Context: an optimization exercise on an open-source flow, tuned for small area and a short achievable clock period. The choices shown serve that exercise and are no tape-out recipe.
At most, simulation tests tie the RTL to the original design; equivalence was not proved.
Function not checked in run 8: the RTL went through the layout flow alone.
Power and IR drop assume default switching activity.

**flow/config.mk**
```make
export PLATFORM = sky130hd
export DESIGN_NAME = fp_mul
export DESIGN_NICKNAME = fp_mul
export VERILOG_FILES = /design/flow/design.v
export SDC_FILE = /design/flow/constraint.sdc
export NUM_CORES = 4
export LEC_CHECK = 0
export CAP_MARGIN = 20
export CORE_MARGIN = 2
export CORE_UTILIZATION = 40
export SLEW_MARGIN = 20
```
**flow/constraint.sdc**
```tcl
create_clock -name core_clock -period 4.0 [get_ports {clk}]
set_input_delay 0.8000 -clock core_clock [delete_from_list [all_inputs] [get_ports {clk}]]
set_output_delay 0.8000 -clock core_clock [all_outputs]
set_load 0.01 [all_outputs]
```
**flow/design.v**
```verilog
module  unsigned_seq_multiplier #(parameter N = 24) ( input clk,
    input rst,
    input start_s ,
    input signed [N-1:0] a, b,
    output   [2*N-1:0] c);
    reg  [N-1:0] A_r, B_r ;
    reg   [N-1:0] Accumulator;
    reg  [N-1:0] A_n, B_n ;
    reg   [N:0] Acc_n;
    assign c = {Accumulator,B_r};
    always @(*)
    begin
        A_n = A_r;
        B_n = B_r;
        Acc_n = {1'b0, Accumulator};
        if(start_s)
        begin
            A_n = a;
            B_n = b;
            Acc_n = 0;
        end
        if (B_n[0] == 1)
        begin
            Acc_n = Acc_n + A_n;
        end
        {Acc_n,B_n} = {Acc_n,B_n} >> 1;
    end
    always @(posedge clk)
    begin
        if (rst==1'b1)
            Accumulator <= 0;
        else
        begin
            A_r <= A_n;
            B_r <= B_n;
            Accumulator <= Acc_n[N-1:0];
        end
    end
endmodule
module fp_mul(
    input clk,
    input rst,
    input [31:0] a_s,
    input [31:0] b_s,
    output reg [31:0] c_out,
    output reg overflow
);
    reg [31:0] a;
    reg [31:0] b;
    reg [31:0] c;
    wire of_s;
    wire [7:0] a_exp, b_exp;
    wire [23:0] a_mant, b_mant;
    wire a_sign, b_sign;
    assign a_exp = a[30:23];
    assign b_exp = b[30:23];
    assign a_mant = {1'b1,a[22:0]};
    assign b_mant = {1'b1,b[22:0]};
    assign a_sign = a[31];
    assign b_sign = b[31];
    wire[8:0] res_exp ;
    assign  res_exp = a_exp + b_exp - 127;
    wire res_sign;
    assign res_sign = a_sign ^ b_sign;
    wire [25:0] res_mant;
    wire [47:0] tmp;
    assign res_mant = tmp[47:22];
    assign of_s = (res_exp[8]) ||(res_mant[25] == 1 && res_exp[7:0] == 255) ;
    always @(*) begin
        if (a_exp == 0 || b_exp == 0) begin
            c = {a_sign, 8'h0, 23'h0};
        end else begin
            c[31] = res_sign;
            if(res_mant[25] == 1) begin
                c[30:23] = res_exp[7:0] + 1;
                c[22:0] = res_mant[24:2];
            end else begin
                c[30:23] = res_exp[7:0];
                c[22:0] = res_mant[23:1];
            end
        end
    end
    reg [4:0] counter;
    wire start;
    assign start = (counter ==  0);
    wire done;
    assign done = (counter ==  25);
    reg mul_start;
    unsigned_seq_multiplier
    #(
    .N (
    24 )
    )
    unsigned_seq_multiplier_dut (
        .start_s (mul_start ),
        .clk (clk ),
        .rst (rst),
        .a (a_mant ),
        .b (b_mant ),
        .c  ( tmp)
    );
    always @(posedge clk) begin
        if(rst) begin
            counter <= 0;
            c_out <= 0;
            overflow <= 0;
        end
        else begin
            mul_start <= start;
            if(start) begin
                a <= a_s;
                b <= b_s;
            end
            if(done) begin
                c_out <= c;
                overflow <= of_s;
                counter <= 0;
            end
            else
                counter <= counter+1;
        end
    end
endmodule
```
**flow/run.sh**
```bash
#!/bin/bash
# synth_recipe.tcl (not shown) runs the flow's synth.tcl, then flattens the netlist and writes it again
# the make line also repeats each setting of config.mk as NAME=value (left out here)
make -C /OpenROAD-flow-scripts/flow DESIGN_CONFIG=/design/flow/config.mk WORK_HOME=/design/flow/orfs CLKGATE_MAP_FILE= SYNTH_SCRIPT=/design/flow/synth_recipe.tcl finish
```
==> run notes, run 1 <==
PD cells 449 mW/mm^2; switch share 28.2%; grt ovf 0; Seq cells post-synth 175; Slew @ Worst Pin 0.891 ns; Synth top area share around 41%; 1st-pass router iterations 4; # fillers between 1500 and 2000; clock-pin slew on the worst setup and hold paths ~0.07 ns; maximum VDD drop 0.000315 V; fmax 310 MHz; layout cells sized above 1 between 10% and 20%; commonest non-fill, non-tap cells in the layout 113 x edfxtp_1, 98 x clkdlybuf4s50_1, 67 x nand2_1; total routed wirelength 18000 um; Sw Pwr 1.29 mW; sequential cell area 0.00463 sq mm; Hold/Removal Path Class flop to flop; crit path capture type flop; growth of design area from synthesis to finish 22.8%; Synth Cell Area 0.00829 sq mm; area leader, netlist edfxtp_1; Crit Path Category flop to flop; initial antenna violation count 0; setup bufs post-CTS 0; Syn Area/Cell between 10 and 15 sq um; Setup-failing EPs final 0; CTS tree done; CTS sink count 175; Worst EP arrival 3.54 ns; total negative slack 0 ns; cells along the critical path buf_12, mux2_2, ha_1, and3_1, a221oi_1, o2111a_1, or3_1, a32o_1, a31o_2; worst-path maximum fanout 50; GPL Wtd Cong about 0.89; outcome no timing/DRC/antenna violations; clock share of power 35.7%; vias per inst approximately 5.2; syn nets 814; placed wire-length estimate 12400 um; Final Instance Area 0.0102 sq mm; Required @ worst endpoint 4.31 ns; delay-heaviest family, CP compound AO/OA/AOI/OAI gates; fin crit period 3.23 ns; first-pass GRT wire length 29400 um; Bufs and invs on worst path 1; std cell rows 52; Slew Viols, Final 0; Seq/Total Area, Yosys 55.9%; die area 0.0219 sq mm; library cells used by synthesis 62; Syn. warnings 2; CTS root buf clkbuf_16; multi-input logic area between 0.003 and 0.004 sq mm; startpoint types flop; H-tree depth 4; vias 5590; hold_buf cts 0; Die H between 100 and 150 um; ys async rst share 0%; prevailing post-synth register cell edfxtp_1; sequential share of power 47.1%; final hold viol count 0; Syn Inst Count 703; clock latency (worst-skew pair) 0.42 ns; Slew HR 40.3%; Tcrit/Tclk final ~81%; Die Span X 148 um; number of global-route vias before repair 5768; Starting DRT DRC Count roughly 390; largest stage delay on the critical path 0.46 ns; IO Pins between 90 and 100; DRC 0; Wirelength per Cell 16.6 um; RSZ-0062 raised after global routing false; gr usage total 16.9%; Area after DPL 0.00959 sq mm; Synth area leaders edfxtp_1 41%, dfxtp_1 15%, ha_1 6.5%, mux2_2 6.1%, o21ai_0 3.7%; Final Skew 0.0132 ns; Layout Nets 910; CTS max path bufs 2; Initial Utilization 40.9%; Post-synth EDFFs between 100 and 150; Diodes inserted 0; Gate power share 17.2%; CP max stage cell edfxtp_1; pin count of the biggest net entering global routing 51; Leak Pwr 3.67 nW; IO Port Bufs just under 100; most common cell after layout, fill and taps aside edfxtp_1; Routed Antenna Nets 0; Core ar. 0.0203 sq mm; total CTS buffers 17; maxcap violations 0; Internal Power between 3 and 4 mW; Post-CTS Resized 0
[worst paths after layout]
| kind | start | end | slack, ns | cells after the start |
|---|---|---|---|---|
| setup reg to reg | mul_start | unsigned_seq_multiplier_dut.Accumulator[21] | 0.77 | 9 |
| hold reg to reg | c_out[30] | c_out[30] | 0.45 | 2 |
| setup / recovery | mul_start | unsigned_seq_multiplier_dut.Accumulator[21] | 0.77 | 9 |
| hold / removal | c_out[30] | c_out[30] | 0.45 | 2 |
[registers in the layout, summed over array words and instances, names as in the netlist]
register / cells
unsigned_seq_multiplier_dut.B_r: 24
overflow: 1
b: 32
unsigned_seq_multiplier_dut.Accumulator: 24
unsigned_seq_multiplier_dut.A_r: 24
c_out: 32
a: 32
counter: 5
mul_start: 1
[per-stage QoR]
stage	hold slack (ns)	util, %	std cells	setup WS (ns)	total power [mW]
2_1_floorplan	0.445	-	703	0.110	2.73
3_3_place_gp	0.439	47.3	1050	0.863	2.97
3_5_place_dp	0.435	47.3	1050	0.813	2.98
4_1_cts	0.447	50.2	1082	0.781	4.61
5_1_grt	0.463	50.2	1082	0.439	4.80
6_report	0.446	50.2	1082	0.774	4.57
[synth_stat cells, drive strengths merged (2+ instances only)]
cell,number
and2,3
nor2b,28
nand3,15
mux2i,28
or3,7
nor3,7
nand2,68
a31oi,6
edfxtp,113
nor2,25
o21ai,61
o21a,4
mux2,45
a21oi,29
nand2b,3
a211oi,6
a2111oi,2
clkbuf,23
inv,19
a211o,3
a21boi,3
or4,4
nor3b,3
a21o,10
nor4,2
or2,4
nand4b,2
nand3b,2
xor2,13
a32o,4
fa,2
nand4,6
and3,5
dfxtp,62
ha,43
o211ai,5
nor4b,2
xnor2,13
buf,7
[power groups by stage]
| stage | sequential, mW | combinational (mW) | clock (mW) |
|---|---|---|---|
| 6_report | 2.15 | 0.787 | 1.63 |
| 5_1_grt | 2.17 | 0.880 | 1.75 |
| 4_1_cts | 2.15 | 0.792 | 1.67 |
| 3_5_place_dp | 2.19 | 0.786 | 0 |
| 3_3_place_gp | 2.19 | 0.775 | 0 |
| 2_1_floorplan | 2.16 | 0.567 | 0 |
[cell families (layout without fill, tap and decap cells)]
logic type / Yosys count / count (layout) / synth area share (%)
and+or+nand+nor: 188 / 188 / 11.5
buffers and inverters: 49 / 158 / 2.31
DFF: 175 / 175 / 55.9
xor gates and xnor gates: 26 / 26 / 2.75
muxes: 73 / 73 / 9.49
adders and majority gates: 45 / 45 / 6.97
AOI/OAI and AO/OA: 147 / 147 / 11.1
[area by class of cell]
type                    count  share of cell area [%]
clock buffers              17                    4.18
clock inverters            15                    1.60
inverters                  19                   0.701
multi-input cells         479                    34.1
flip-flops and latches    175                    45.5
well taps                 270                    3.32
repair buffers            107                    10.5
[worst reg2reg max path, delay by kind of cell, from the launching register on]
kind                     cells  cell delay [ns]
AND/OR/NAND/NOR              2             0.66
multiplexers                 1             0.41
buffers and inverters        1             0.28
flip-flops                   1             0.46
adder cells (fa/ha/maj)      1             0.43
AO/OA/AOI/OAI                4             0.89
[metal layers]
layer  vias to the layer above  wire length (um)  global-route usage, %
li1                       2787                 -                      -
met1                      2692              8930                   23.2
met2                       101              8140                   27.5
met3                        10               718                   3.67
met4                         0               212                   3.86
met5                         -                 0                      0
==> run 2, diff against run 1 <==
==> flow/design.v (replaced) <==
module fp_mul(
    input clk,
    input rst,
    input [31:0] a_s,
    input [31:0] b_s,
    output reg [31:0] c_out,
    output reg overflow
);
    reg [4:0] cnt;
    wire start = (cnt == 5'd0);
    wire done  = (cnt == 5'd25);
    wire eadd  = (cnt != 5'd0) && (cnt <= 5'd8);
    reg [22:0] A;         
    reg [22:0] B;         
    reg [23:0] P;         
    reg        p23;       
    reg [7:0]  X;         
    reg [7:0]  Y;         
    reg        cy;        
    reg        Z;         
    reg        sx, sr;    
    wire [23:0] pp = B[0] ? {1'b1, A} : 24'd0;
    wire [24:0] T  = {1'b0, P} + {1'b0, pp};
    wire es = X[0] ^ Y[0] ^ (cy & eadd);
    wire ec = (X[0] & Y[0]) | (X[0] & cy) | (Y[0] & cy);
    always @(posedge clk) begin
        if (start) begin
            A  <= a_s[22:0];
            B  <= b_s[22:0];
            X  <= a_s[30:23];
            Y  <= b_s[30:23];
            cy <= 1'b1;
            sx <= a_s[31];
            sr <= a_s[31] ^ b_s[31];
            P  <= 24'd0;
        end else begin
            B  <= {1'b1, B[22:1]};
            X  <= {es, X[7:1]};
            Y  <= {1'b0, Y[7:1]};
            if (eadd) cy <= ec;
            P  <= T[24:1];
        end
        p23 <= T[0];
        if (cnt == 5'd1) Z <= (X == 8'd0) || (Y == 8'd0);
    end
    wire        p47 = P[23];
    wire [7:0]  e   = {~X[7], X[6:0]};
    wire        e8  = ~(cy ^ X[7]);
    wire [7:0]  eo  = e + {7'd0, p47};
    wire        of  = e8 | (p47 & (&e));
    wire [22:0] fr  = p47 ? P[22:0] : {P[21:0], p23};
    always @(posedge clk) begin
        if (rst || done)
            cnt <= 5'd0;
        else
            cnt <= cnt + 5'd1;
        if (rst) begin
            c_out    <= 32'd0;
            overflow <= 1'b0;
        end else if (done) begin
            c_out    <= Z ? {sx, 31'd0} : {sr, eo, fr};
            overflow <= of;
        end
    end
endmodule
--- a/flow/config.mk
+++ b/flow/config.mk
@@ -5,7 +5,9 @@
 export SDC_FILE = /design/flow/constraint.sdc
 export NUM_CORES = 4
 export LEC_CHECK = 0
+export ABC_CLOCK_PERIOD_IN_PS = 2000
 export CAP_MARGIN = 20
 export CORE_MARGIN = 2
 export CORE_UTILIZATION = 40
+export SETUP_SLACK_MARGIN = 1.8
 export SLEW_MARGIN = 20
==> run 2 against run 1 <==
Effect of this change: still clean on timing, DRC and antenna; sequential share of layout area down 9.7 points; area after synthesis down 29%; setup slack better by 1.0 ns; synthesized cell count down 7.8%; fmax up 47%; first-iteration DRC count down 29%; final cell count down 12%; routed wire length down 24%.
==> run notes, run 2 <==
Syn Inst Count 648 (was 703); startpoint types flop (unchanged); Initial Utilization 40.8% (was 40.9%); syn nets 745 (was 814); CTS tree done (unchanged); outcome no timing/DRC/antenna violations (unchanged); initial antenna violation count 0 (unchanged); Final Skew 0.00814 ns (was 0.0132 ns); fmax 456 MHz (was 310 MHz); Layout Cells excl Fill 949 (was 1082); clock latency (worst-skew pair) 0.42 ns (about the same); most common cell in the netlist nand2_1 (was edfxtp_1); most common cell after layout, fill and taps aside nand2_1 (was edfxtp_1); placed wire-length estimate 9340 um (was 12400 um); final hold viol count 0 (unchanged); Slew @ Worst Pin 0.515 ns (was 0.891 ns); Starting DRT DRC Count 275 (was 388); Core ar. 0.0144 sq mm (was 0.0203 sq mm); Worst EP arrival 2.55 ns (was 3.54 ns); top flop regs c_out (32), P (24) (was a (32), b (32), c_out (32)); layout cells sized above 1 13.2% (was 12.7%); maximum VDD drop 0.000305 V (was 0.000315 V); Tcrit/Tclk final 54.8% (was 80.7%); fin crit period 2.19 ns (was 3.23 ns); Synth top area share 35.1% (was 40.9%); 1st-pass router iterations 4 (unchanged); clock-pin slew on the worst setup and hold paths 0.06 ns (was 0.07 ns); r2r setup slk 1.81 ns (was 0.77 ns); Wirelength per Cell 14.4 um (was 16.6 um); Required @ worst endpoint 4.36 ns (was 4.31 ns); library cells used by synthesis 51 (was 62); Seq cells post-synth 129 (was 175); CTS sink count 129 (was 175); IO Pins 99 (unchanged); Crit Path Category flop to flop (unchanged); total CTS buffers 17 (unchanged); flip-flop count of the largest register after layout 32; maxcap violations 0 (unchanged); Diodes inserted 0 (unchanged); total routed wirelength 13700 um (was 18000 um); RSZ-0062 raised after global routing true (was false); Synth Cell Area 0.00588 sq mm (was 0.00829 sq mm); Layout Nets 849 (was 910); Leak Pwr 3.10 nW (was 3.67 nW); Routed Antenna Nets 0 (unchanged); die area 0.0157 sq mm (was 0.0219 sq mm); commonest non-fill, non-tap cells in the layout 165 x nand2_1, 102 x dfxtp_1, 98 x clkdlybuf4s50_1 (was 113 x edfxtp_1, 98 x clkdlybuf4s50_1, 67 x nand2_1); DRC 0 (unchanged); sequential cell area 0.00285 sq mm (was 0.00463 sq mm); vias 4731 (was 5590); Syn. warnings 1 (was 2); ys async rst share 0% (unchanged); CTS max path bufs 2 (unchanged); growth of design area from synthesis to finish 35.3% (was 22.8%); number of global-route vias before repair 4634 (was 5768); CTS root buf clkbuf_16 (unchanged); Syn Area/Cell 9.08 sq um (was 11.8 sq um); DP Cell Count 906 (was 1050); Setup-failing EPs final 0 (unchanged); GPL Wtd Cong 0.869 (was 0.887); crit path capture type flop (unchanged); Die Span X 125 um (was 148 um); Reg with most FFs c_out; grt ovf 0 (unchanged); total negative slack 0 ns (unchanged); area leader, netlist dfxtp_1 (was edfxtp_1); H-tree depth 4 (unchanged); vias per inst 4.99 (was 5.17); worst-path maximum fanout 4 (was 50); prevailing post-synth register cell dfxtp_1 (was edfxtp_1); IO Port Bufs 98 (unchanged); # fillers 1336 (was 1843); Synth area leaders dfxtp_1 35%, edfxtp_1 13%, nand2_1 11%, ha_1 6.4%, mux2i_1 4.3% (was edfxtp_1 41%, dfxtp_1 15%, ha_1 6.5%, mux2_2 6.1%, o21ai_0 3.7%); std cell rows 44 (was 52); commonest cells in the netlist 166 x nand2_1, 103 x dfxtp_1, 36 x a21oi_1 (was 113 x edfxtp_1, 67 x nand2_1, 62 x dfxtp_1); Die H 125 um (was 148 um); Slew Viols, Final 0 (unchanged); gr usage total 17.6% (was 16.9%); multi-input logic area 0.00320 sq mm (was 0.00348 sq mm); first-pass GRT wire length 22200 um (was 29400 um); pin count of the biggest net entering global routing 88 (was 51); Post-synth EDFFs 26 (was 113); hold_buf cts 0 (unchanged); Hold/Removal Path Class flop to flop (unchanged); Seq/Total Area, Yosys 48.3% (was 55.9%); Slew HR 65.6% (was 40.3%); PD cells 536 mW/mm^2 (was 449 mW/mm^2)
==> run 2: changes by cell type in the layout (fill, tap and decap cells not counted), moves of 19 or more <==
cell      before  now
and2_1         2   21
dfxtp_1       62  102
edfxtp_1     113   26
ha_1          43   14
mux2_2        45    0
nand2_1       67  165
nor2b_1       28    2
o21ai_0       61   16
o21ai_1        0   29
==> run 2: path summary, 6_finish.rpt <==
| path | startpoint | end | cells past startpoint |
|---|---|---|---|
| setup / recovery | A[0] | P[21] | 9 |
| hold / removal | B[13] | B[12] | 2 |
| setup reg to reg | A[0] | P[21] | 9 |
| hold reg to reg | B[13] | B[12] | 2 |
==> run 2: cell type report <==
cell class	instances	area share [%]
clock buffer	21	5.79
clock inverter	11	0.802
sequential	129	35.8
timing repair buffer	112	13.9
inverter	12	0.661
tap	184	2.89
multi-input combinational	480	40.2
==> run 2: what timing repair did <==
action | 4_1_cts | 5_1_grt
pin swaps | 18 | 13
setup buffers | 6 | 5
resized for setup | 36 | 36
gates cloned | 0 | 0
endpoints found under the setup margin | 21 | 42
==> run 2: metal layers <==
layer	wire length (um)	global-route usage [%]	part of all wire [%]
met1	6350	22.7	47
met2	6510	29.0	48
met3	573	4.88	4.2
met4	215	5.10	1.6
met5	0	0	0
==> run 2: report_power, final <==
group / switching (mW) / internal [mW] / leakage, nW / total [mW]
Clock: 0.549 / 0.815 / 0.270 / 1.36
Sequential: 0.176 / 1.54 / 1.10 / 1.72
Combinational: 0.624 / 0.556 / 1.73 / 1.18
==> run 2: cells by family after synthesis <==
group | count (synthesis) | share of synthesized area (%)
adder cells (fa/ha/maj) | 31 | 6.72
AND/OR/NAND/NOR | 270 | 20.0
multiplexers | 25 | 4.26
buffers and inverters | 39 | 3.17
flip-flops | 129 | 48.3
AO/OA/AOI/OAI | 130 | 13.9
XOR/XNOR | 24 | 3.57
==> run 2: worst max-delay path, cell delays in order (launching register included) <==
cell and delay, ns:
edfxtp_1 0.39, and2_4 0.16, ha_4 0.16, fa_2 0.37, a21oi_4 0.20, o211ai_4 0.12
a41oi_4 0.20, o211ai_1 0.18, a211o_1 0.29, nand2_1 0.06
==> run 2: through the flow <==
stage	setup slack [ns]	utilization [%]	cell area, sq um	hold slack [ns]	power (mW)
final	1.81	55.1	7950	0.419	4.26
after floorplan	1.83	-	5880	0.399	2.39
after global placement	1.34	48.5	6990	0.401	2.63
after detailed placement	1.23	48.5	6990	0.409	2.66
after global routing	1.71	55.1	7950	0.435	4.51
after CTS	1.75	53.8	7750	0.423	4.17
==> run 3, diff against run 2 <==
==> flow/config.mk (replaced) <==
export PLATFORM = sky130hd
export DESIGN_NAME = fp_mul
export DESIGN_NICKNAME = fp_mul
export VERILOG_FILES = /design/flow/design.v
export SDC_FILE = /design/flow/constraint.sdc
export NUM_CORES = 4
export LEC_CHECK = 0
export CAP_MARGIN = 20
export CORE_MARGIN = 2
export CORE_UTILIZATION = 60
export CTS_BUF_LIST = sky130_fd_sc_hd__clkbuf_4 sky130_fd_sc_hd__clkbuf_8
export SLEW_MARGIN = 20
==> run 3 against run 2 <==
Effect of this change: critical endpoint is now P[23]; hold slack gained 0.0020 ns; still clean; register-to-register slack lost 0.54 ns; via count down 0.80%; count of clock-buffer cells in the layout is 2 higher.
==> run notes, run 3 <==
outcome no timing/DRC/antenna violations (unchanged); vias 4693 (was 4731); top flop regs c_out (32), P (24) (unchanged); clock-pin slew on the worst setup and hold paths 0.07 ns (was 0.06 ns); total negative slack 0 ns (unchanged); syn nets 745 (unchanged); prevailing post-synth register cell dfxtp_1 (unchanged); IO Pins 99 (unchanged); grt ovf 0 (unchanged); IO Port Bufs 98 (unchanged); Setup-failing EPs final 0 (unchanged); Layout Cells excl Fill 887 (was 949); maxcap violations 0 (unchanged); commonest non-fill, non-tap cells in the layout 166 x nand2_1, 103 x dfxtp_1, 98 x clkdlybuf4s50_1 (was 165 x nand2_1, 102 x dfxtp_1, 98 x clkdlybuf4s50_1); largest stage delay on the critical path 0.54 ns (was 0.39 ns); r2r setup slk 1.27 ns (was 1.81 ns); clock latency (worst-skew pair) 0.45 ns (was 0.42 ns); Initial Utilization 61.0% (was 40.8%); Syn Area/Cell 9.08 sq um (unchanged); startpoint types flop (unchanged); Bufs and invs on worst path 0 (unchanged); fmax 366 MHz (was 456 MHz); Hold/Removal Path Class flop to flop (unchanged); Die H 103 um (was 125 um); Required @ worst endpoint 4.34 ns (was 4.36 ns); Wirelength per Cell 13.5 um (was 14.4 um); multi-input logic area 0.00286 sq mm (was 0.00320 sq mm); Crit Path Category flop to flop (unchanged); pin count of the biggest net entering global routing 88 (unchanged); number of global-route vias before repair 4332 (was 4634); flip-flop count of the largest register after layout 32 (unchanged); Tcrit/Tclk final 68.4% (was 54.8%); Post-CTS Resized 0 (was 36); PD cells 518 mW/mm^2 (was 536 mW/mm^2); CP max stage cell dfxtp_1 (was edfxtp_1); growth of design area from synthesis to finish 25.1% (was 35.3%); DRC 0 (unchanged); utilization after layout 76.3% (was 55.1%); Die Span X 103 um (was 125 um); 1st-pass router iterations 5 (was 4); Diodes inserted 0 (unchanged); Hold Slack 0.421 ns (was 0.419 ns); Routed Antenna Nets 0 (unchanged); Slew Viols, Final 0 (unchanged); Synth Cell Area 0.00588 sq mm (unchanged); layout cells sized above 1 6.63% (was 13.2%); commonest cells in the netlist 166 x nand2_1, 103 x dfxtp_1, 36 x a21oi_1 (unchanged); Slew HR 35.3% (was 65.6%); Slew @ Worst Pin 0.971 ns (was 0.515 ns); Setup WS post-layout 1.27 ns (was 1.81 ns); Syn. warnings 1 (unchanged); first-pass GRT wire length 19300 um (was 22200 um); std cell rows 36 (was 44); CTS root buf clkbuf_8 (was clkbuf_16); Worst EP arrival 3.07 ns (was 2.55 ns); ys async rst share 0% (unchanged); final hold viol count 0 (unchanged); Synth top area share 35.1% (unchanged); gr usage total 23.9% (was 17.6%); Seq/Total Area, Yosys 48.3% (unchanged); hold_buf cts 0 (unchanged); Reg2Reg Launch Point B[0] (was A[0]); Final Skew 0.0109 ns (was 0.00814 ns); initial antenna violation count 0 (unchanged); vias per inst 5.29 (was 4.99); Final Total Pwr 3.81 mW (was 4.26 mW); H-tree depth 4 (unchanged); most common cell after layout, fill and taps aside nand2_1 (unchanged); worst-path maximum fanout 24 (was 4); sequential cell area 0.00284 sq mm (was 0.00285 sq mm); delay-heaviest family, CP compound AO/OA/AOI/OAI gates (unchanged); # fillers 717 (was 1336); placed wire-length estimate 8640 um (was 9340 um); fin crit period 2.73 ns (was 2.19 ns); Layout Nets 838 (was 849); cells along the critical path and2_1, ha_1, fa_1, a21oi_2, o211ai_2, a41oi_2, o211ai_1, a211oi_1, nor3_1 (was and2_4, ha_4, fa_2, a21oi_4, o211ai_4, a41oi_4, o211ai_1, a211o_1, nand2_1); Synth area leaders dfxtp_1 35%, edfxtp_1 13%, nand2_1 11%, ha_1 6.4%, mux2i_1 4.3% (unchanged); CTS tree done (unchanged); RR Endpoint P[23] (was P[21]); total routed wirelength 12000 um (was 13700 um); most common cell in the netlist nand2_1 (unchanged); Starting DRT DRC Count 156 (was 275); die area 0.0106 sq mm (was 0.0157 sq mm); CTS max path bufs 2 (unchanged); Syn Inst Count 648 (unchanged); crit path capture type flop (unchanged); setup bufs post-CTS 0 (was 6); Seq cells post-synth 129 (unchanged); worst slack, placed 1.25 ns (was 1.23 ns); Core ar. 0.00964 sq mm (was 0.0144 sq mm); Final Instance Area 0.00736 sq mm (was 0.00795 sq mm); CTS sink count 129 (unchanged); Critical Path End P[23] (was P[21]); total CTS buffers 17 (unchanged); Area after DPL 0.00692 sq mm (was 0.00699 sq mm); reg2reg path depth 9 (unchanged); area leader, netlist dfxtp_1 (unchanged); Leak Pwr 3.00 nW (was 3.10 nW); GPL Wtd Cong 0.915 (was 0.869); WP depth 9 (unchanged); maximum VDD drop 0.000351 V (was 0.000305 V); Post-synth EDFFs 26 (unchanged); RSZ-0062 raised after global routing false (was true); library cells used by synthesis 51 (unchanged); CP startpoint B[0] (was A[0]); Reg with most FFs c_out (unchanged); DP Cell Count 855 (was 906)
[run 3: worst min path at each step]
stage                      end  cells past startpoint  startpoint
after floorplan           B[0]                      2        B[1]
after global placement    B[2]                      2        B[3]
after detailed placement  B[1]                      2        B[2]
after CTS                 B[3]                      2        B[4]
after global routing      B[0]                      2        B[1]
final                     B[3]                      2        B[4]
[run 3: power breakdown]
group          internal [mW]  total, mW  switching [mW]
Sequential              1.54       1.68           0.147
Combinational          0.400      0.937           0.536
Clock                  0.704       1.19           0.487
Total                   2.64       3.81            1.17
[run 3: routing by layer]
layer / vias up / part of all wire, % / track usage [%]
met3: 22 / 6.1 / 6.64
met1: 2136 / 45 / 29.8
met4: 0 / 1.9 / 11.0
met5: - / 0 / 0
li1: 2407 / - / -
met2: 128 / 47 / 38.6
[run 3: cells by family after synthesis]
group                    share of synthesized area, %
AO/OA/AOI/OAI                                    13.9
XOR/XNOR                                         3.57
adder cells (fa/ha/maj)                          6.72
buffers and inverters                            3.17
flip-flops                                       48.3
multiplexers                                     4.26
AND/OR/NAND/NOR                                  20.0
[run 3: area by class of cell]
| class | count | share of cell area, % |
|---|---|---|
| multi-input cells | 480 | 38.8 |
| flip-flops and latches | 129 | 38.6 |
| repair buffers | 101 | 13.6 |
| clock buffers | 23 | 4.22 |
| well taps | 133 | 2.26 |
| clock inverters | 9 | 1.68 |
| inverters | 12 | 0.714 |
[run 3: worst min-delay path: stages, from the launching register on]
cell and delay [ns]:
dfxtp_1 0.31, nand2_1 0.04, nand2_1 0.05
==> run 4, diff against run 3 <==
--- a/flow/config.mk
+++ b/flow/config.mk
@@ -7,6 +7,5 @@
 export LEC_CHECK = 0
 export CAP_MARGIN = 20
 export CORE_MARGIN = 2
-export CORE_UTILIZATION = 60
-export CTS_BUF_LIST = sky130_fd_sc_hd__clkbuf_4 sky130_fd_sc_hd__clkbuf_8
+export CORE_UTILIZATION = 40
 export SLEW_MARGIN = 20
==> run 4 against run 3 <==
Effect of this change: core utilization fell by 24 points; clock power rose by 37%; routed wire length rose by 8.3%; global-route usage fell by 6.9 points; setup slack got worse by 0.021 ns; register-to-register slack got worse by 0.02 ns; critical path depth did not move; combinational power barely moved; count of clock-buffer cells in the layout fell by 2; critical path type unchanged.
==> run notes, run 4 <==
Syn Inst Count 648 (unchanged); Starting DRT DRC Count 253 (was 156); commonest cells in the netlist 166 x nand2_1, 103 x dfxtp_1, 36 x a21oi_1 (unchanged); Synth Cell Area 0.00588 sq mm (unchanged); Required @ worst endpoint 4.35 ns (was 4.34 ns); total negative slack 0 ns (unchanged); Tcrit/Tclk final 68.9% (was 68.4%); layout cells sized above 1 6.63% (unchanged); CTS sink count 129 (unchanged); hold_buf cts 0 (unchanged); Synth area leaders dfxtp_1 35%, edfxtp_1 13%, nand2_1 11%, ha_1 6.4%, mux2i_1 4.3% (unchanged); number of global-route vias before repair 4602 (was 4332); maxcap violations 0 (unchanged); Die Span X 125 um (was 103 um); fmax 363 MHz (was 366 MHz); growth of design area from synthesis to finish 29.6% (was 25.1%); largest stage delay on the critical path 0.79 ns (was 0.54 ns); delay-heaviest family, CP compound AO/OA/AOI/OAI gates (unchanged); syn nets 745 (unchanged); most common cell after layout, fill and taps aside nand2_1 (unchanged); Die H 125 um (was 103 um); startpoint types flop (unchanged); Final Total Pwr 4.26 mW (was 3.81 mW); Final Instance Area 0.00762 sq mm (was 0.00736 sq mm); grt ovf 0 (unchanged); 1st-pass router iterations 4 (was 5); GPL Wtd Cong 0.866 (was 0.915); Initial Utilization 40.8% (was 61.0%); Post-CTS Resized 0 (unchanged); Slew HR 32.3% (was 35.3%); Layout Nets 838 (unchanged); Wirelength per Cell 13.8 um (was 13.5 um); Syn Area/Cell 9.08 sq um (unchanged); total routed wirelength 13000 um (was 12000 um); placed wire-length estimate 9410 um (was 8640 um); vias per inst 5.00 (was 5.29); CTS tree done (unchanged); CTS root buf clkbuf_16 (was clkbuf_8); setup bufs post-CTS 0 (unchanged); Setup-failing EPs final 0 (unchanged); Crit Path Category flop to flop (unchanged); Diodes inserted 0 (unchanged); Routed Antenna Nets 0 (unchanged); fin crit period 2.76 ns (was 2.73 ns); Leak Pwr 3.08 nW (was 3.00 nW); top flop regs c_out (32), P (24) (unchanged); Post-synth EDFFs 26 (unchanged); Slew @ Worst Pin 1.02 ns (was 0.971 ns); outcome no timing/DRC/antenna violations (unchanged); std cell rows 44 (was 36); # fillers 1331 (was 717); Seq cells post-synth 129 (unchanged); prevailing post-synth register cell dfxtp_1 (unchanged); clock latency (worst-skew pair) 0.42 ns (was 0.45 ns); area leader, netlist dfxtp_1 (unchanged); worst-path maximum fanout 24 (unchanged); IO Pins 99 (unchanged); Reg with most FFs c_out (unchanged); sequential cell area 0.00284 sq mm (unchanged); H-tree depth 4 (unchanged); first-pass GRT wire length 21400 um (was 19300 um); commonest non-fill, non-tap cells in the layout 166 x nand2_1, 103 x dfxtp_1, 98 x clkdlybuf4s50_1 (unchanged); clock-pin slew on the worst setup and hold paths 0.06 ns (was 0.07 ns); maximum VDD drop 0.000272 V (was 0.000351 V); Area after DPL 0.00699 sq mm (was 0.00692 sq mm); crit path capture type flop (unchanged); most common cell in the netlist nand2_1 (unchanged); gr usage total 17.0% (was 23.9%); total CTS buffers 17 (unchanged); flip-flop count of the largest register after layout 32 (unchanged); PD cells 559 mW/mm^2 (was 518 mW/mm^2); CTS max path bufs 2 (unchanged); IO Port Bufs 98 (unchanged); DRC 0 (unchanged); die area 0.0157 sq mm (was 0.0106 sq mm); Final Skew 0.00680 ns (was 0.0109 ns); pin count of the biggest net entering global routing 88 (unchanged); Core ar. 0.0144 sq mm (was 0.00964 sq mm); Hold/Removal Path Class flop to flop (unchanged); Seq/Total Area, Yosys 48.3% (unchanged); final hold viol count 0 (unchanged); CP max stage cell dfxtp_1 (unchanged); library cells used by synthesis 51 (unchanged); multi-input logic area 0.00286 sq mm (unchanged); vias 4690 (was 4693); Worst EP arrival 3.10 ns (was 3.07 ns); ys async rst share 0% (unchanged); Synth top area share 35.1% (unchanged); initial antenna violation count 0 (unchanged); Hold Slack 0.417 ns (was 0.421 ns); Syn. warnings 1 (unchanged); cells along the critical path and2_1, ha_1, fa_1, a21oi_2, o211ai_2, a41oi_2, o21a_1, or3_1, a21oi_1 (was and2_1, ha_1, fa_1, a21oi_2, o211ai_2, a41oi_2, o211ai_1, a211oi_1, nor3_1); Slew Viols, Final 0 (unchanged); RSZ-0062 raised after global routing false (unchanged); Bufs and invs on worst path 0 (unchanged)
## run 4: final timing paths
path / from / endpoint / slack, ns / cells after the start
min reg2reg: B[5] / B[4] / 0.42 / 2
max reg2reg: B[0] / P[17] / 1.24 / 9
min: B[5] / B[4] / 0.42 / 2
max: B[0] / P[17] / 1.24 / 9
## run 4: report_power, final
| group | leakage, nW | switching [mW] | internal [mW] |
|---|---|---|---|
| sequential | 1.10 | 0.158 | 1.54 |
| clock | 0.312 | 0.584 | 1.04 |
| combinational | 1.66 | 0.535 | 0.400 |
## run 4: stage by stage
| stage | worst slack, ns | cells | util [%] |
|---|---|---|---|
| after CTS | 1.22 | 938 | 52.8 |
| after floorplan | 1.79 | 648 | - |
| after global placement | 1.34 | 906 | 48.4 |
| after global routing | 0.999 | 938 | 52.8 |
| final | 1.24 | 938 | 52.8 |
| after detailed placement | 1.25 | 906 | 48.4 |
## run 4: cell families (layout without fill, tap and decap cells)
group / after synthesis / count (layout) / share of synthesized area [%]
muxes: 25 / 25 / 4.26
buffers and inverters: 39 / 145 / 3.17
DFF: 129 / 129 / 48.3
AOI/OAI and AO/OA: 130 / 130 / 13.9
and+or+nand+nor: 270 / 270 / 20.0
adders and majority gates: 31 / 31 / 6.72
xor gates and xnor gates: 24 / 24 / 3.57
## run 4: layout make-up
cell class	instances	area share, %
tap	184	3.02
timing repair buffer	101	13.2
inverter	12	0.690
clock inverter	11	1.54
multi-input combinational	480	37.5
sequential	129	37.3
clock buffer	21	6.75
## run 4: routing by layer
metal  up-vias  global-route usage [%]  routed length [um]
li1       2415                       -                   -
met1      2166                    21.6                6190
met2        90                    27.7                6070
met3        19                    4.62                 509
met4         0                    6.34                 215
met5         -                       0                   0
## run 4: worst register-to-register path: stages (launching register included)
cell,delay (ns)
dfxtp_1,0.79
and2_1,0.26
ha_1,0.22
fa_1,0.26
a21oi_2,0.09
o211ai_2,0.22
a41oi_2,0.19
o21a_1,0.21
or3_1,0.31
a21oi_1,0.14
==> run 5, diff against run 4 <==
==> flow/flow/run.sh (new file) <==
#!/bin/bash
# Standard layout, with the port buffers made of sky130_fd_sc_hd__buf_1 cells.
set -euo pipefail
export BUFFER_PORTS_ARGS="-buffer_cell sky130_fd_sc_hd__buf_1"
bash standard.sh > standard_make.log 2>&1
==> flow/standard.sh (new file) <==
#!/bin/bash
# synth_recipe.tcl (not shown) runs the flow's synth.tcl, then flattens the netlist and writes it again
# the make line also repeats each setting of config.mk as NAME=value (left out here)
make -C /OpenROAD-flow-scripts/flow DESIGN_CONFIG=/design/flow/config.mk WORK_HOME=/design/flow/orfs CLKGATE_MAP_FILE= SYNTH_SCRIPT=/design/flow/synth_recipe.tcl "${@:-finish}"
--- a/flow/config.mk
+++ b/flow/config.mk
@@ -5,7 +5,9 @@
 export SDC_FILE = /design/flow/constraint.sdc
 export NUM_CORES = 4
 export LEC_CHECK = 0
+export ABC_CLOCK_PERIOD_IN_PS = 2000
 export CAP_MARGIN = 20
 export CORE_MARGIN = 2
 export CORE_UTILIZATION = 40
+export SETUP_SLACK_MARGIN = 1.8
 export SLEW_MARGIN = 20
removed: flow/run.sh
==> run 5 against run 4 <==
Effect of this change: still clean; synthesized cell count did not move; sequential power hardly changed; register-to-register slack gained 0.52 ns; die area did not move; hold slack gained 0.00057 ns; routed wire length rose by 3.8%; setup slack improved by 0.52 ns; combinational power increased by 12%; fmax grew 23%.
==> run notes, run 5 <==
Layout Cells excl Fill 945 (was 938); Die Span X 125 um (unchanged); gr usage total 17.5% (was 17.0%); syn nets 745 (unchanged); total negative slack 0 ns (unchanged); worst slack, placed 1.31 ns (was 1.25 ns); prevailing post-synth register cell dfxtp_1 (unchanged); RR Endpoint P[18] (was P[17]); Worst Hold Depth 2 (unchanged); CTS root buf clkbuf_16 (unchanged); Synth Cell Area 0.00588 sq mm (unchanged); fmax 448 MHz (was 363 MHz); DRC 0 (unchanged); # fillers 1357 (was 1331); Syn Area/Cell 9.08 sq um (unchanged); Leak Pwr 2.85 nW (was 3.08 nW); crit path capture type flop (unchanged); worst-path maximum fanout 8 (was 24); sequential cell area 0.00285 sq mm (was 0.00284 sq mm); Seq cells post-synth 129 (unchanged); Slew @ Worst Pin 0.554 ns (was 1.02 ns); Slew Viols, Final 0 (unchanged); Final Skew 0.00818 ns (was 0.00680 ns); placed wire-length estimate 9260 um (was 9410 um); most common cell in the netlist nand2_1 (unchanged); Reg2Reg Launch Point B[0] (unchanged); PD cells 599 mW/mm^2 (was 559 mW/mm^2); r2r setup slk 1.77 ns (was 1.24 ns); Synth area leaders dfxtp_1 35%, edfxtp_1 13%, nand2_1 11%, ha_1 6.4%, mux2i_1 4.3% (unchanged); clock-pin slew on the worst setup and hold paths 0.06 ns (about the same); initial antenna violation count 0 (unchanged); Setup WS post-layout 1.77 ns (was 1.24 ns); Area after DPL 0.00638 sq mm (was 0.00699 sq mm); reg2reg path depth 9 (unchanged); Tcrit/Tclk final 55.8% (was 68.9%); Slew HR 62.9% (was 32.3%); ys async rst share 0% (unchanged); H-tree depth 4 (unchanged); RSZ-0062 raised after global routing true (was false); GPL Wtd Cong 0.914 (was 0.866); die area 0.0157 sq mm (unchanged); growth of design area from synthesis to finish 24.5% (was 29.6%); vias per inst 5.00 (about the same); hold_buf cts 0 (unchanged); Die H 125 um (unchanged); Diodes inserted 0 (unchanged); DP Cell Count 906 (unchanged); Final Total Pwr 4.39 mW (was 4.26 mW); Post-synth EDFFs 26 (unchanged); Syn. warnings 1 (unchanged); flip-flop count of the largest register after layout 32 (unchanged); Layout Nets 845 (was 838); Final Instance Area 0.00732 sq mm (was 0.00762 sq mm); Required @ worst endpoint 4.30 ns (was 4.35 ns); maximum VDD drop 0.000288 V (was 0.000272 V); library cells used by synthesis 51 (unchanged); 1st-pass router iterations 4 (unchanged); Core ar. 0.0144 sq mm (unchanged); pin count of the biggest net entering global routing 88 (unchanged); most common cell after layout, fill and taps aside nand2_1 (unchanged); final hold viol count 0 (unchanged); clock latency (worst-skew pair) 0.43 ns (was 0.42 ns); IO Pins 99 (unchanged); IO Port Bufs 98 (unchanged); std cell rows 44 (unchanged); total CTS buffers 17 (unchanged); Hold/Removal Path Class flop to flop (unchanged); number of global-route vias before repair 4623 (was 4602); Wirelength per Cell 14.3 um (was 13.8 um); Crit Path Category flop to flop (unchanged); Setup-failing EPs final 0 (unchanged); min-delay src B[12] (was B[5]); total routed wirelength 13500 um (was 13000 um); commonest non-fill, non-tap cells in the layout 166 x nand2_1, 102 x dfxtp_1, 98 x buf_1 (was 166 x nand2_1, 103 x dfxtp_1, 98 x clkdlybuf4s50_1); utilization after layout 50.8% (was 52.8%); Syn Inst Count 648 (unchanged); worst hold endpoint B[11] (was B[4]); layout cells sized above 1 12.5% (was 6.63%); top flop regs c_out (32), P (24) (unchanged); Routed Antenna Nets 0 (unchanged); outcome no timing/DRC/antenna violations (unchanged); multi-input logic area 0.00310 sq mm (was 0.00286 sq mm); startpoint types flop (unchanged); area leader, netlist dfxtp_1 (unchanged); CTS sink count 129 (unchanged); Initial Utilization 40.8% (unchanged); first-pass GRT wire length 22100 um (was 21400 um); CTS max path bufs 2 (unchanged); fin crit period 2.23 ns (was 2.76 ns); Worst EP arrival 2.53 ns (was 3.10 ns); vias 4728 (was 4690); Hold Slack 0.418 ns (was 0.417 ns); Reg with most FFs c_out (unchanged); Starting DRT DRC Count 230 (was 253); Synth top area share 35.1% (unchanged); maxcap violations 0 (unchanged); Seq/Total Area, Yosys 48.3% (unchanged); grt ovf 0 (unchanged); CTS tree done (unchanged); commonest cells in the netlist 166 x nand2_1, 103 x dfxtp_1, 36 x a21oi_1 (unchanged)
run 5: routing by layer:
layer  share of wire [%]  global-route usage [%]  routed length (um)  vias up
met1                  46                    22.8                6210     2177
met4                 1.3                    6.34                 170        0
met2                  46                    27.5                6220      102
met3                 6.5                    5.48                 878       15
li1                    -                       -                   -     2434
met5                   0                       0                   0        -
run 5: worst max-delay path by stage:
stage,startpoint,to,slack (ns),cells after the start
6_report,B[0],P[18],1.77,9
2_1_floorplan,B[0],P[18],1.83,9
3_5_place_dp,B[0],P[17],1.31,9
5_1_grt,B[0],P[23],1.68,9
3_3_place_gp,B[0],P[17],1.38,9
4_1_cts,B[0],P[23],1.74,9
run 5: what timing repair did:
| action | in CTS | in global routing |
|---|---|---|
| pin swaps | 9 | 9 |
| gates resized for setup | 20 | 38 |
| endpoints found under the setup margin | 35 | 68 |
| setup buffers | 3 | 4 |
run 5: area by class of cell:
cell class	instances	area share, %
multi-input cells	480	42.3
flip-flops and latches	129	38.9
clock buffers	24	7.60
repair buffers	108	6.20
well taps	184	3.14
clock inverters	8	1.14
inverters	12	0.718
run 5: cells by family (layout without fill, tap and decap cells):
group | count (synthesis) | count (layout) | synth area share (%)
DFF | 129 | 129 | 48.3
AOI/OAI and AO/OA | 130 | 130 | 13.9
xor gates and xnor gates | 24 | 24 | 3.57
and+or+nand+nor | 270 | 270 | 20.0
muxes | 25 | 25 | 4.26
buffers and inverters | 39 | 152 | 3.17
adders and majority gates | 31 | 31 | 6.72
run 5: power by group:
group | leakage [nW] | switching [mW] | internal, mW | total [mW]
combinational | 1.44 | 0.588 | 0.465 | 1.05
sequential | 1.10 | 0.167 | 1.54 | 1.71
clock | 0.314 | 0.587 | 1.04 | 1.63
total | 2.85 | 1.34 | 3.05 | 4.39
run 5: critical path, cell delays in order (launching register included):
cell and delay (ns):
dfxtp_4 0.42, buf_6 0.15, and2_4 0.16, ha_4 0.21
o211ai_1 0.30, o211ai_2 0.14, a211o_1 0.31, a21oi_4 0.21
xor2_1 0.16, nor2_1 0.05
==> run 6, diff against run 5 <==
==> flow/config.mk (replaced) <==
export PLATFORM = sky130hd
export DESIGN_NAME = fp_mul
export DESIGN_NICKNAME = fp_mul
export VERILOG_FILES = /design/flow/design.v
export SDC_FILE = /design/flow/constraint.sdc
export NUM_CORES = 4
export LEC_CHECK = 0
export ABC_CLOCK_PERIOD_IN_PS = 1800
export CAP_MARGIN = 20
export CORE_MARGIN = 2
export CORE_UTILIZATION = 40
export SETUP_SLACK_MARGIN = 2.2
export SLEW_MARGIN = 20
==> run 6 against run 5 <==
Effect of this change: still clean; non-clock buffer count rose by 19; core utilization is 2.7 points higher; die area unchanged; design area grew 5.4%; combinational power rose by 19%; register-to-register slack better by 0.02 ns; critical endpoint is now P[22]; largest cell class unchanged; highest routed layer unchanged.
==> run notes, run 6 <==
total routed wirelength 14900 um (was 13500 um); initial antenna violation count 0 (unchanged); commonest cells in the netlist 166 x nand2_1, 103 x dfxtp_1, 36 x a21oi_1 (unchanged); Syn. warnings 1 (unchanged); Final Instance Area 0.00772 sq mm (was 0.00732 sq mm); fmax 453 MHz (was 448 MHz); simple-gate share of the synthesized area 20.0% (unchanged); clock-pin slew on the worst setup and hold paths 0.06 ns (about the same); Final Skew 0.00677 ns (was 0.00818 ns); Setup WS post-layout 1.79 ns (was 1.77 ns); crit path capture type flop (unchanged); PD cells 585 mW/mm^2 (was 599 mW/mm^2); 1st-pass router iterations 4 (unchanged); final hold viol count 0 (unchanged); Crit Path Category flop to flop (unchanged); Wirelength per Cell 15.4 um (was 14.3 um); hold_buf cts 0 (unchanged); Diodes inserted 0 (unchanged); layout cells sized above 1 17.3% (was 12.5%); worst-path maximum fanout 10 (was 8); CTS tree done (unchanged); die area 0.0157 sq mm (unchanged); largest family of logic cells by synthesized area simple AND/OR/NAND/NOR gates (unchanged); pin count of the biggest net entering global routing 45 (was 88); CTS max path bufs 2 (unchanged); syn nets 745 (unchanged); area leader, netlist dfxtp_1 (unchanged); Core ar. 0.0144 sq mm (unchanged); reg2reg path depth 9 (unchanged); most common cell in the netlist nand2_1 (unchanged); fin crit period 2.21 ns (was 2.23 ns); Synth Cell Area 0.00588 sq mm (unchanged); Synth area leaders dfxtp_1 35%, edfxtp_1 13%, nand2_1 11%, ha_1 6.4%, mux2i_1 4.3% (unchanged); Seq cells post-synth 129 (unchanged); Setup-failing EPs final 0 (unchanged); CTS sink count 129 (unchanged); Layout Nets 869 (was 845); multiplexer share of the synthesized area 4.26% (unchanged); top flop regs c_out (32), P (24) (unchanged); IO Port Bufs 98 (unchanged); flip-flop count of the largest register after layout 32 (unchanged); worst slack, placed 1.47 ns (was 1.31 ns); placed wire-length estimate 9220 um (was 9260 um); Critical Path End P[22] (was P[18]); CTS root buf clkbuf_16 (unchanged); Initial Utilization 40.8% (unchanged); maximum VDD drop 0.000320 V (was 0.000288 V); most common cell after layout, fill and taps aside nand2_1 (unchanged); gr usage total 18.4% (was 17.5%); utilization after layout 53.5% (was 50.8%); growth of design area from synthesis to finish 31.2% (was 24.5%); Synth Area in Compound Gates 13.9% (unchanged); Slew @ Worst Pin 0.770 ns (was 0.554 ns); Required @ worst endpoint 4.36 ns (was 4.30 ns); startpoint types flop (unchanged); grt ovf 0 (unchanged); Hold Slack 0.416 ns (was 0.418 ns); Slew Viols, Final 0 (unchanged); Post-synth EDFFs 26 (unchanged); post-synthesis adder-cell area fraction 6.72% (unchanged); CP startpoint B[0] (unchanged); Area after DPL 0.00652 sq mm (was 0.00638 sq mm); Starting DRT DRC Count 260 (was 230); Synth top area share 35.1% (unchanged); outcome no timing/DRC/antenna violations (unchanged); RSZ-0062 raised after global routing true (unchanged); GPL Wtd Cong 0.862 (was 0.914); total negative slack 0 ns (unchanged); vias per inst 5.15 (was 5.00); Reg2Reg Launch Point B[0] (unchanged); Die H 125 um (unchanged); Leak Pwr 3.02 nW (was 2.85 nW); Reg with most FFs c_out (unchanged); DRC 0 (unchanged); std cell rows 44 (unchanged); Seq/Total Area, Yosys 48.3% (unchanged); library cells used by synthesis 51 (unchanged); Hold/Removal Path Class flop to flop (unchanged); Die Span X 125 um (unchanged); commonest non-fill, non-tap cells in the layout 165 x nand2_1, 102 x dfxtp_1, 96 x buf_1 (was 166 x nand2_1, 102 x dfxtp_1, 98 x buf_1); clock latency (worst-skew pair) 0.42 ns (was 0.43 ns); Tcrit/Tclk final 55.2% (was 55.8%); Routed Antenna Nets 0 (unchanged); H-tree depth 4 (unchanged); Syn Area/Cell 9.08 sq um (unchanged); first-pass GRT wire length 23200 um (was 22100 um); Slew HR 48.6% (was 62.9%); Synth Area in XOR/XNOR 3.57% (unchanged); Worst EP arrival 2.57 ns (was 2.53 ns); prevailing post-synth register cell dfxtp_1 (unchanged); ys async rst share 0% (unchanged); IO Pins 99 (unchanged); number of global-route vias before repair 4782 (was 4623); r2r setup slk 1.79 ns (was 1.77 ns); Syn Inst Count 648 (unchanged); RR Endpoint P[22] (was P[18]); vias 4981 (was 4728); total CTS buffers 17 (unchanged); maxcap violations 0 (unchanged)
run 6: cell types whose count changed in the layout (fill, tap and decap cells not counted), sizes merged:
cell and change:
buf +17, clkbuf +4, or3 +4, bufinv -1, clkinv -1, clkinvlp -1, inv +1
run 6: how the worst min path moves through the flow:
stage / from / end / depth (start not counted)
after CTS: B[15] / B[14] / 2
after global placement: B[14] / B[13] / 2
final: B[15] / B[14] / 2
after detailed placement: B[16] / B[15] / 2
after global routing: B[16] / B[15] / 2
after floorplan: B[1] / B[0] / 2
run 6: routing by layer:
| metal | global-route usage, % | routed length (um) | vias up |
|---|---|---|---|
| li1 | - | - | 2483 |
| met1 | 22.6 | 6590 | 2358 |
| met2 | 31.5 | 7450 | 118 |
| met3 | 5.09 | 621 | 22 |
| met4 | 6.14 | 287 | 0 |
| met5 | 0 | 0 | - |
run 6: cells by family after synthesis:
logic type | Yosys count
buffers and inverters | 39
flip-flops | 129
AO/OA/AOI/OAI | 130
multiplexers | 25
XOR/XNOR | 24
AND/OR/NAND/NOR | 270
adder cells (fa/ha/maj) | 31
run 6: area by class of cell:
class / count / area, sq um
sequential: 129 / 2850
clock buffer: 26 / 574
tap: 184 / 230
multi-input combinational: 484 / 3330
timing repair buffer: 127 / 628
clock inverter: 5 / 33.8
timing repair inverter: 1 / 11.3
inverter: 12 / 61.3
fill: 1330 / 6710
run 6: power breakdown:
part,switching [mW],internal [mW]
logic,0.668,0.582
registers,0.176,1.54
clock network,0.563,0.988
total,1.41,3.11
run 6: critical path, stage by stage, from the launching register on:
cell and delay (ns):
dfxtp_4 0.37, buf_12 0.15, and2_1 0.17, ha_4 0.31, nand2_1 0.09, o21ai_1 0.31, a211o_1 0.20, a21oi_4 0.08
a2111o_1 0.40, o21ai_2 0.06
run 6: metrics by stage:
step	instances	power (mW)
finish	968	4.52
global route	968	4.75
CTS	951	4.37
detailed placement	906	2.70
global placement	906	2.68
floorplan	648	2.47
run 6: timing repair:
item                                   4_1_cts  5_1_grt
endpoints found under the hold margin        0        0
setup endpoints to repair                  118      109
cloned                                       3        2
buffers inserted                            11       15
pin swaps                                   24       26
resized for setup                           36       40
==> run 7, diff against run 6 <==
==> flow/flow/run.sh (replaced) <==
#!/bin/bash
# Standard layout, with the port buffers made of sky130_fd_sc_hd__buf_2 cells.
set -euo pipefail
export BUFFER_PORTS_ARGS="-buffer_cell sky130_fd_sc_hd__buf_2"
bash standard.sh > standard_make.log 2>&1
==> flow/config.mk (replaced) <==
export PLATFORM = sky130hd
export DESIGN_NAME = fp_mul
export DESIGN_NICKNAME = fp_mul
export VERILOG_FILES = /design/flow/design.v
export SDC_FILE = /design/flow/constraint.sdc
export NUM_CORES = 4
export LEC_CHECK = 0
export ABC_CLOCK_PERIOD_IN_PS = 2000
export CAP_MARGIN = 20
export CORE_MARGIN = 2
export CORE_UTILIZATION = 40
export SETUP_SLACK_MARGIN = 1.8
export SLEW_MARGIN = 20
==> run 7 against run 6 <==
Effect of this change: sequential power is essentially flat; die area unchanged; largest cell class unchanged; sequential share of layout area up 0.94 points; highest routed layer unchanged; clock power decreased by 4%; register-to-register slack got worse by 0.06 ns; critical endpoint is now P[23]; still clean on timing, DRC and antenna; design area fell by 2.5%.
==> run notes, run 7 <==
growth of design area from synthesis to finish 28.0% (was 31.2%); RR Endpoint P[23] (was P[22]); Synth top area share 35.1% (unchanged); post-synthesis adder-cell area fraction 6.72% (unchanged); Tcrit/Tclk final 56.7% (was 55.2%); vias per inst 5.08 (was 5.15); maximum VDD drop 0.000288 V (was 0.000320 V); prevailing post-synth register cell dfxtp_1 (unchanged); DP Cell Count 906 (unchanged); CP startpoint B[0] (unchanged); reg2reg path depth 10 (was 9); crit path capture type flop (unchanged); GR met3 Demand/Resource 4.66% (was 5.09%); Reg2Reg Launch Point B[0] (unchanged); CTS tree done (unchanged); commonest cells in the netlist 166 x nand2_1, 103 x dfxtp_1, 36 x a21oi_1 (unchanged); Initial Utilization 40.8% (unchanged); DRC 0 (unchanged); gr usage total 17.9% (was 18.4%); clock latency (worst-skew pair) 0.42 ns (about the same); Die Span X 125 um (unchanged); ys async rst share 0% (unchanged); number of global-route vias before repair 4621 (was 4782); CTS max path bufs 2 (unchanged); grt ovf 0 (unchanged); fmax 441 MHz (was 453 MHz); fin crit period 2.27 ns (was 2.21 ns); final hold viol count 0 (unchanged); H-tree depth 4 (unchanged); CTS root buf clkbuf_16 (unchanged); std cell rows 44 (unchanged); outcome no timing/DRC/antenna violations (unchanged); Slew Viols, Final 0 (unchanged); Critical Path End P[23] (was P[22]); GRT Max-Usage Layer met2 (unchanged); Routed Antenna Nets 0 (unchanged); Required @ worst endpoint 4.31 ns (was 4.36 ns); Syn. warnings 1 (unchanged); total routed wirelength 14200 um (was 14900 um); syn nets 745 (unchanged); pin count of the biggest net entering global routing 88 (was 45); Leak Pwr 3.18 nW (was 3.02 nW); vias 4817 (was 4981); die area 0.0157 sq mm (unchanged); Syn Area/Cell 9.08 sq um (unchanged); Setup-failing EPs final 0 (unchanged); RSZ-0062 raised after global routing true (unchanged); Slew HR 62.6% (was 48.6%); M2 GR Usage 28.9% (was 31.5%); Layout Nets 848 (was 869); simple-gate share of the synthesized area 20.0% (unchanged); GPL Wtd Cong 0.904 (was 0.862); IO Pins 99 (unchanged); Starting DRT DRC Count 232 (was 260); Layout Cells excl Fill 948 (was 968); PD cells 581 mW/mm^2 (was 585 mW/mm^2); r2r setup slk 1.73 ns (was 1.79 ns); CTS sink count 129 (unchanged); worst-path maximum fanout 7 (was 10); area leader, netlist dfxtp_1 (unchanged); Worst EP arrival 2.58 ns (was 2.57 ns); Core ar. 0.0144 sq mm (unchanged); Seq cells post-synth 129 (unchanged); most common cell after layout, fill and taps aside nand2_1 (unchanged); Reg with most FFs c_out (unchanged); Syn Inst Count 648 (unchanged); Final Total Pwr 4.37 mW (was 4.52 mW); startpoint types flop (unchanged); multiplexer share of the synthesized area 4.26% (unchanged); Seq/Total Area, Yosys 48.3% (unchanged); Post-synth EDFFs 26 (unchanged); Die H 125 um (unchanged); library cells used by synthesis 51 (unchanged); Synth area leaders dfxtp_1 35%, edfxtp_1 13%, nand2_1 11%, ha_1 6.4%, mux2i_1 4.3% (unchanged); Diodes inserted 0 (unchanged); commonest non-fill, non-tap cells in the layout 166 x nand2_1, 102 x dfxtp_1, 98 x buf_2 (was 165 x nand2_1, 102 x dfxtp_1, 96 x buf_1); Hold/Removal Path Class flop to flop (unchanged); flip-flop count of the largest register after layout 32 (unchanged); met1 Usage GRT 23.3% (was 22.6%); layout cells sized above 1 26.2% (was 17.3%); largest family of logic cells by synthesized area simple AND/OR/NAND/NOR gates (unchanged); hold_buf cts 0 (unchanged); Wirelength per Cell 15.0 um (was 15.4 um); Crit Path Category flop to flop (unchanged); total negative slack 0 ns (unchanged); Synth Area in XOR/XNOR 3.57% (unchanged); maxcap violations 0 (unchanged); first-pass GRT wire length 22600 um (was 23200 um); Synth Area in Compound Gates 13.9% (unchanged); total CTS buffers 17 (unchanged); utilization after layout 52.2% (was 53.5%); Slew @ Worst Pin 0.560 ns (was 0.770 ns); placed wire-length estimate 9360 um (was 9220 um); Synth Cell Area 0.00588 sq mm (unchanged); 1st-pass router iterations 4 (unchanged); Final Skew 0.00597 ns (was 0.00677 ns); top flop regs c_out (32), P (24) (unchanged); most common cell in the netlist nand2_1 (unchanged); IO Port Bufs 98 (unchanged); clock-pin slew on the worst setup and hold paths 0.06 ns (about the same); initial antenna violation count 0 (unchanged)
[run 7: worst max-delay path, stage by stage, from the launching register on]
cell and delay [ns]:
dfxtp_4 0.37, buf_4 0.16, clkbuf_16 0.15, and2_1 0.16, ha_1 0.37, nand2_1 0.10, nor2_1 0.05, a211oi_2 0.26
o21ai_0 0.19, a211oi_1 0.29, nor3_1 0.07
[run 7: worst min path at each step]
| stage | start | to | cells after the start |
|---|---|---|---|
| 2_1_floorplan | B[1] | B[0] | 2 |
| 3_3_place_gp | B[5] | B[4] | 2 |
| 3_5_place_dp | B[12] | B[11] | 2 |
| 4_1_cts | B[12] | B[11] | 2 |
| 5_1_grt | B[12] | B[11] | 2 |
| 6_report | B[12] | B[11] | 2 |
[run 7: cells by family after synthesis]
group	count (synthesis)
DFF	129
AOI/OAI and AO/OA	130
buffers and inverters	39
adders and majority gates	31
xor gates and xnor gates	24
muxes	25
and+or+nand+nor	270
[run 7: power breakdown]
group,leakage (nW),switching (mW),internal [mW]
clock,0.286,0.567,0.920
sequential,1.10,0.181,1.54
combinational,1.79,0.629,0.536
[run 7: metal layers]
layer	vias up	share of wire, %	routed length, um
met2	113	47	6670
li1	2437	-	-
met4	0	2.5	361
met3	21	4.3	611
met1	2246	46	6530
met5	-	0	0
[run 7: final cells by class]
class / count / area [sq um]
inverters: 12 / 52.6
fillers: 1362 / 6900
clock inverters: 9 / 78.8
clock buffers: 23 / 489
multi-input cells: 480 / 3210
flip-flops and latches: 129 / 2850
well taps: 184 / 230
repair buffers: 111 / 621
[run 7: per-stage QoR]
stage / area, sq um / hold WS, ns / setup WS [ns]
4_1_cts: 7310 / 0.422 / 1.77
3_3_place_gp: 6500 / 0.402 / 1.38
2_1_floorplan: 5880 / 0.399 / 1.83
3_5_place_dp: 6500 / 0.407 / 1.30
5_1_grt: 7520 / 0.437 / 1.64
6_report: 7520 / 0.418 / 1.73
[run 7: what timing repair did]
| item | in CTS | in global routing |
|---|---|---|
| pin swaps | 17 | 15 |
| gates cloned | 0 | 1 |
| setup endpoints to repair | 27 | 40 |
| setup buffers | 5 | 4 |
| hold endpoints to repair | 0 | 0 |
| resized for setup | 37 | 35 |
==> run 8, diff against run 7 <==
--- a/flow/design.v
+++ b/flow/design.v
@@ -19,8 +19,8 @@
     reg        cy;        
     reg        Z;         
     reg        sx, sr;    
-    wire [23:0] pp = B[0] ? {1'b1, A} : 24'd0;
-    wire [24:0] T  = {1'b0, P} + {1'b0, pp};
+    wire [24:0] T = {1'b0, P} + {2'b01, A};
+    wire [24:0] U = B[0] ? T : {1'b0, P};
     wire es = X[0] ^ Y[0] ^ (cy & eadd);
     wire ec = (X[0] & Y[0]) | (X[0] & cy) | (Y[0] & cy);
     always @(posedge clk) begin
@@ -38,9 +38,9 @@
             X  <= {es, X[7:1]};
             Y  <= {1'b0, Y[7:1]};
             if (eadd) cy <= ec;
-            P  <= T[24:1];
+            P  <= U[24:1];
         end
-        p23 <= T[0];
+        p23 <= U[0];
         if (cnt == 5'd1) Z <= (X == 8'd0) || (Y == 8'd0);
     end
     wire        p47 = P[23];
@@ -49,17 +49,17 @@
     wire [7:0]  eo  = e + {7'd0, p47};
     wire        of  = e8 | (p47 & (&e));
     wire [22:0] fr  = p47 ? P[22:0] : {P[21:0], p23};
+    wire        zr  = Z | rst;
     always @(posedge clk) begin
         if (rst || done)
             cnt <= 5'd0;
         else
             cnt <= cnt + 5'd1;
-        if (rst) begin
-            c_out    <= 32'd0;
-            overflow <= 1'b0;
-        end else if (done) begin
-            c_out    <= Z ? {sx, 31'd0} : {sr, eo, fr};
-            overflow <= of;
+        if (rst || done) begin
+            c_out[31]    <= ~rst & (Z ? sx : sr);
+            c_out[30:23] <= zr ? 8'd0 : eo;
+            c_out[22:0]  <= zr ? 23'd0 : fr;
+            overflow     <= ~rst & of;
         end
     end
 endmodule
==> flow/flow/run.sh (replaced) <==
#!/bin/bash
# Standard layout, with the port buffers made of sky130_fd_sc_hd__buf_1 cells.
set -euo pipefail
export BUFFER_PORTS_ARGS="-buffer_cell sky130_fd_sc_hd__buf_1"
bash standard.sh > standard_make.log 2>&1
==> flow/config.mk (replaced) <==
export PLATFORM = sky130hd
export DESIGN_NAME = fp_mul
export DESIGN_NICKNAME = fp_mul
export VERILOG_FILES = /design/flow/design.v
export SDC_FILE = /design/flow/constraint.sdc
export NUM_CORES = 4
export LEC_CHECK = 0
export ABC_CLOCK_PERIOD_IN_PS = 1800
export CAP_MARGIN = 20
export CORE_MARGIN = 2
export CORE_UTILIZATION = 40
export SETUP_SLACK_MARGIN = 2.2
export SLEW_MARGIN = 20
==> run 8 against run 7 <==
Effect of this change: still clean on timing, DRC and antenna; critical path depth decreased by 1; via count decreased by 3.0%; count of clock-buffer cells in the layout decreased by 2; core utilization decreased by 0.72 points; sequential power increased by 9.9%; hold slack about the same.
==> run notes, run 8 <==
outcome no timing/DRC/antenna violations (unchanged); RR Endpoint P[15] (was P[23]); 1st-pass router iterations 5 (was 4); number of global-route vias before repair 4507 (was 4621); Die Span X 127 um (was 125 um); growth of design area from synthesis to finish 25.2% (was 28.0%); Initial Utilization 41.1% (was 40.8%); Leak Pwr 3.00 nW (was 3.18 nW); maxcap violations 0 (unchanged); placed wire-length estimate 8810 um (was 9360 um); Reg2Reg Launch Point A[0] (was B[0]); CP startpoint A[0] (was B[0]); Wirelength per Cell 14.9 um (was 15.0 um); PD cells 692 mW/mm^2 (was 581 mW/mm^2); Core ar. 0.0146 sq mm (was 0.0144 sq mm); worst slack, placed 1.51 ns (was 1.30 ns); clock latency (worst-skew pair) 0.43 ns (was 0.42 ns); Worst EP arrival 2.70 ns (was 2.58 ns); Required @ worst endpoint 4.31 ns (about the same); Hold/Removal Path Class flop to flop (unchanged); r2r setup slk 1.62 ns (was 1.73 ns); reg2reg path depth 9 (was 10); Routed Antenna Nets 0 (unchanged); commonest non-fill, non-tap cells in the layout 135 x nand2_1, 97 x buf_1, 65 x dfxtp_1 (was 166 x nand2_1, 102 x dfxtp_1, 98 x buf_2); Synth area leaders edfxtp_1 29%, dfxtp_1 23%, nand2_1 8.5%, ha_1 6.0%, mux2i_1 5.5% (was dfxtp_1 35%, edfxtp_1 13%, nand2_1 11%, ha_1 6.4%, mux2i_1 4.3%); fin crit period 2.38 ns (was 2.27 ns); Diodes inserted 0 (unchanged); maximum VDD drop 0.000354 V (was 0.000288 V); Slew Viols, Final 0 (unchanged); area leader, netlist edfxtp_1 (was dfxtp_1); Crit Path Category flop to flop (unchanged); total negative slack 0 ns (unchanged); Final Skew 0.0141 ns (was 0.00597 ns); Tcrit/Tclk final 59.6% (was 56.7%); Synth Cell Area 0.00602 sq mm (was 0.00588 sq mm); layout cells sized above 1 13.9% (was 26.2%); Layout Nets 805 (was 848); Die H 127 um (was 125 um); Synth top area share 29.4% (was 35.1%); Syn Area/Cell 9.96 sq um (was 9.08 sq um); hold_buf cts 0 (unchanged); ys async rst share 0% (unchanged); Seq cells post-synth 129 (unchanged); library cells used by synthesis 57 (was 51); most common cell after layout, fill and taps aside nand2_1 (unchanged); std cell rows 44 (unchanged); min-delay src B[15] (was B[12]); syn nets 700 (was 745); Setup WS post-layout 1.62 ns (was 1.73 ns); clock-pin slew on the worst setup and hold paths 0.06 ns (about the same); Hold Slack 0.418 ns (about the same); GPL Wtd Cong 0.848 (was 0.904); IO Pins 99 (unchanged); top flop regs c_out (32), P (24) (unchanged); startpoint types flop (unchanged); Area after DPL 0.00661 sq mm (was 0.00650 sq mm); final hold viol count 0 (unchanged); gr usage total 17.1% (was 17.9%); grt ovf 0 (unchanged); DP Cell Count 863 (was 906); first-pass GRT wire length 21800 um (was 22600 um); Starting DRT DRC Count 282 (was 232); Worst Hold Depth 2 (unchanged); fmax 420 MHz (was 441 MHz); vias per inst 5.16 (was 5.08); Slew HR 59.5% (was 62.6%); worst-path maximum fanout 3 (was 7); Syn Inst Count 604 (was 648); crit path capture type flop (unchanged); total routed wirelength 13500 um (was 14200 um); CTS tree done (unchanged)
[run 8: changes by cell type after synthesis, moves of 4 or more]
cell,change
a21o_1,+4
a21oi_1,-12
and2_1,-25
buf_2,-6
clkbuf_1,+7
dfxtp_1,-33
edfxtp_1,+33
mux2i_1,+8
nand2_1,-29
nor2_1,+33
o21ai_1,-23
xnor2_1,+6
[run 8: cells by family after synthesis]
| family | share of synthesized area (%) |
|---|---|
| adders and majority gates | 6.36 |
| xor gates and xnor gates | 3.93 |
| AOI/OAI and AO/OA | 11.5 |
| buffers and inverters | 2.47 |
| muxes | 5.68 |
| DFF | 52.7 |
| and+or+nand+nor | 17.4 |
[run 8: layout make-up]
type                    instances  area (sq um)
flip-flops and latches        129          3180
fillers                      1387          7110
clock inverters                11           120
repair buffers                112           519
well taps                     184           230
clock buffers                  21           493
multi-input cells             437          2920
repair inverters                1          8.76
inverters                      11          57.6
[run 8: layer usage]
metal | part of all wire [%] | wire length (um) | global-route usage (%) | up-vias
li1 | - | - | - | 2323
met1 | 47 | 6270 | 22.5 | 2209
met2 | 47 | 6330 | 27.2 | 123
met3 | 4.8 | 645 | 4.93 | 17
met4 | 1.7 | 223 | 5.88 | 0
met5 | 0 | 0 | 0 | -
[run 8: worst max path at each step]
stage          endpoint  slack [ns]  cells past startpoint
2_1_floorplan     P[19]        1.72                      9
3_3_place_gp      P[21]        1.60                      9
3_5_place_dp      P[21]        1.51                      9
5_1_grt           P[15]        1.47                      9
4_1_cts           P[19]        1.61                      9
6_report          P[15]        1.62                      9
[run 8: power breakdown]
part / total (mW) / leakage [nW] / internal, mW / switching (mW)
clock: 1.58 / 0.309 / 1.01 / 0.575
combinational: 1.73 / 1.51 / 0.786 / 0.947
sequential: 1.89 / 1.18 / 1.67 / 0.221
total: 5.21 / 3.00 / 3.47 / 1.74
[run 8: critical path, cell delays in order (launching register included)]
cell and delay [ns]:
edfxtp_1 0.39, ha_2 0.20, fa_2 0.36, a211oi_2 0.26, nor2_2 0.08, o32a_4 0.35
o32ai_4 0.31, o21bai_2 0.10, xnor2_1 0.18, o21ai_1 0.07
[run 8: what timing repair did]
action / 4_1_cts / 5_1_grt
pin swaps: 13 / 8
gates cloned: 1 / 1
setup buffers: 5 / 4
setup endpoints to repair: 90 / 78
resized for setup: 35 / 14
